This is an optimization exercise on Yosys and OpenROAD, whose aim is small area, a short achievable clock period and few clock cycles per item, not a production implementation.
At most, simulation tests tie the RTL to the original design; equivalence was not proved.
Power is estimated from default activity; no workload was simulated.

v28:
==> module unsigned_nonrestoring, before the edit <==
module unsigned_nonrestoring #(
    parameter int WIDTH = 32
) (
    input logic go,
    input logic[WIDTH-1:0] divisor,
    input logic[WIDTH-1:0] dividend,
    input logic clk, rst,
    output logic done,
    output logic[WIDTH-1:0] quotient,
    output logic[WIDTH-1:0] remainder,
    output logic divide_by_zero
);
logic align_R, iter_R, done_R, dbz_R;
logic [4:0] cnt_R;
logic [31:0] Q_R, R_R, B_R;
logic [5:0] lza_R, lzb_R;
assign done = done_R;
assign divide_by_zero = dbz_R;
assign quotient = Q_R;
assign remainder = R_R;
function automatic logic [5:0] lzc32(input logic [31:0] x);
    logic [15:0] v1; logic [15:0] c1;
    logic [7:0] v2; logic [1:0] c2 [8];
    logic [3:0] v3; logic [2:0] c3 [4];
    logic [1:0] v4; logic [3:0] c4 [2];
    for (int i = 0; i < 16; i++) begin
        v1[i] = x[2*i+1] | x[2*i];
        c1[i] = ~x[2*i+1];
    end
    for (int i = 0; i < 8; i++) begin
        v2[i] = v1[2*i+1] | v1[2*i];
        c2[i] = v1[2*i+1] ? {1'b0, c1[2*i+1]} : {1'b1, c1[2*i]};
    end
    for (int i = 0; i < 4; i++) begin
        v3[i] = v2[2*i+1] | v2[2*i];
        c3[i] = v2[2*i+1] ? {1'b0, c2[2*i+1]} : {1'b1, c2[2*i]};
    end
    for (int i = 0; i < 2; i++) begin
        v4[i] = v3[2*i+1] | v3[2*i];
        c4[i] = v3[2*i+1] ? {1'b0, c3[2*i+1]} : {1'b1, c3[2*i]};
    end
    if (v4[1]) lzc32 = {2'b00, c4[1]};
    else if (v4[0]) lzc32 = {2'b01, c4[0]};
    else lzc32 = 6'd32;
endfunction
logic [6:0] d;
logic [31:0] bsh;
logic bzero, qzero;
always_comb begin
    d = {1'b0, lzb_R} - {1'b0, lza_R};
    bzero = lzb_R[5];
    qzero = d[6];
    bsh = divisor << d[4:0];
end
function automatic logic ge32(input logic [31:0] x, input logic [31:0] y);
    logic [31:0] g0, e0;
    logic [15:0] g1, e1;
    logic [7:0] g2, e2;
    logic [3:0] g3, e3;
    logic [1:0] g4, e4;
    g0 = x & ~y;
    e0 = ~(x ^ y);
    for (int i = 0; i < 16; i++) begin
        g1[i] = g0[2*i+1] | (e0[2*i+1] & g0[2*i]);
        e1[i] = e0[2*i+1] & e0[2*i];
    end
    for (int i = 0; i < 8; i++) begin
        g2[i] = g1[2*i+1] | (e1[2*i+1] & g1[2*i]);
        e2[i] = e1[2*i+1] & e1[2*i];
    end
    for (int i = 0; i < 4; i++) begin
        g3[i] = g2[2*i+1] | (e2[2*i+1] & g2[2*i]);
        e3[i] = e2[2*i+1] & e2[2*i];
    end
    for (int i = 0; i < 2; i++) begin
        g4[i] = g3[2*i+1] | (e3[2*i+1] & g3[2*i]);
        e4[i] = e3[2*i+1] & e3[2*i];
    end
    ge32 = g4[1] | (e4[1] & (g4[0] | e4[0]));
endfunction
logic [32:0] diff;
logic qd;
always_comb begin
    diff = {1'b0, R_R} - {1'b0, B_R};
    qd = ge32(R_R, B_R);
end
always_ff @(posedge clk or posedge rst) begin
    if (rst) begin
        align_R <= 1'b0;
        iter_R <= 1'b0;
        done_R <= 1'b0;
        dbz_R <= 1'b0;
    end else begin
        done_R <= 1'b0;
        if (align_R) begin
            align_R <= 1'b0;
            dbz_R <= bzero;
            if (bzero || qzero) done_R <= 1'b1;
            else iter_R <= 1'b1;
        end else if (iter_R) begin
            if (cnt_R == 5'd0) begin
                iter_R <= 1'b0;
                done_R <= 1'b1;
            end
        end else if (go) begin
            align_R <= 1'b1;
        end
    end
end
always_ff @(posedge clk) begin
    lza_R <= lzc32(dividend);
    lzb_R <= lzc32(divisor);
    if (align_R) begin
        B_R <= bsh;
        Q_R <= '0;
        cnt_R <= d[4:0];
    end else begin
        B_R <= {1'b0, B_R[31:1]};
        Q_R <= {Q_R[30:0], qd};
        cnt_R <= cnt_R - 5'd1;
    end
    if (!align_R && !iter_R) R_R <= dividend;
    else if (iter_R && qd) R_R <= diff[31:0];
end
endmodule
clock: 6.0 ns
lec_check: 0
abc_area: 1
cap_margin: 20
core_margin: 2
core_utilization: 40
cts_buf_list: sky130_fd_sc_hd__clkbuf_8
setup_slack_margin: 3.5
slew_margin: 20
standard.sh (not shown) runs the stock make flow with config.mk's settings and CLKGATE_MAP_FILE= SYNTH_SCRIPT=/design/flow/synth_recipe.tcl, a recipe that flattens the netlist after the stock synthesis.
==> flow/flow/run.sh <==
#!/bin/bash
# The standard layout, with the port buffers made from the smallest plain buffer
# (buf_1) instead of the cell buffer_ports picks by itself.
set -euo pipefail
bash standard.sh 'BUFFER_PORTS_ARGS=-buffer_cell sky130_fd_sc_hd__buf_1' finish > make.log 2>&1
Testbench counts of v28, summed over its fixed seeds: cycles 32,890, divisions 3,200.
Relative to v28, the following input files were edited for v7:
diff --git a/flow/design.v b/flow/design.v
--- a/flow/design.v
+++ b/flow/design.v
@@ -14,5 +14,7 @@
 logic [4:0] cnt_R;
 logic [31:0] Q_R, R_R, B_R;
-logic [5:0] lza_R, lzb_R;
+logic [3:0] lzah_R, lzbh_R;    
+logic [1:0] dl_R;              
+logic bl_R;                    
 assign done = done_R;
 assign divide_by_zero = dbz_R;
@@ -44,11 +46,18 @@
     else lzc32 = 6'd32;
 endfunction
+logic [5:0] lza, lzb;
+logic [2:0] dl;
+logic [4:0] dh;
 logic [6:0] d;
 logic [31:0] bsh;
 logic bzero, qzero;
 always_comb begin
-    d = {1'b0, lzb_R} - {1'b0, lza_R};
-    bzero = lzb_R[5];
-    qzero = d[6];
+    lza = lzc32(dividend);
+    lzb = lzc32(divisor);
+    dl = {1'b0, lzb[1:0]} - {1'b0, lza[1:0]};
+    dh = {1'b0, lzbh_R} - {1'b0, lzah_R} - {4'b0, bl_R};
+    d = {dh, dl_R};
+    bzero = lzbh_R[3];
+    qzero = dh[4];
     bsh = divisor << d[4:0];
 end
@@ -109,6 +118,8 @@
 end
 always_ff @(posedge clk) begin
-    lza_R <= lzc32(dividend);
-    lzb_R <= lzc32(divisor);
+    lzah_R <= lza[5:2];
+    lzbh_R <= lzb[5:2];
+    dl_R <= dl[1:0];
+    bl_R <= dl[2];
     if (align_R) begin
         B_R <= bsh;
### Flow results
The final layout from v7, which completed every stage, passed the timing, design-rule and antenna checks at the end of the flow. [compare] base=v28 new=v7: part of the total power dissipated in the clock network shows a reduction of 0.3 points; share of synthesized registers carrying an async set or reset essentially unchanged; total power higher; count of buffers added by post-CTS timing repair for setup went up by 7. Between v28 and v7, the flow reports unique cell type count in the Yosys netlist increasing by more than 10%. | ratio of final minimum period to clock period | v7 vs v28 | 4.4 points higher |. Across both runs, relative area change from synthesis to final layout was higher for v7 than for v28. Compared with v28, in v7 die area increased about 0.7%, via count increased 1.6%.
Only the layout flow was run in v7; the RTL was not checked for function there.

re-timing with driven ports:
The flow's constraints put no driver on any port. The routed layouts listed below were extracted and timed again, unchanged, in two steps. Step 1, drivers: a clkbuf_16 drives clk and a buf_2 each remaining input, both assumed. Step 2, shift: input delay + t, output delay - t, t = (earliest + latest rising clock arrival at the registers) / 2. This alone moves slack from input paths to output paths. a / b / c = ideal / step 1 / step 2; a / b = the first two.
run	t, ns	slack for setup (ns)	clock arrival spread, ns
v28	0.494	3.642 / 3.642 / 3.167	0.016 / 0.016
v7	0.504	3.379 / 3.379 / 2.982	0.014 / 0.014
After both steps every run listed still meets setup and hold. For v28, which loses most, drivers alone change the setup slack by 0.000 ns; drivers and shift together by -0.475 ns.
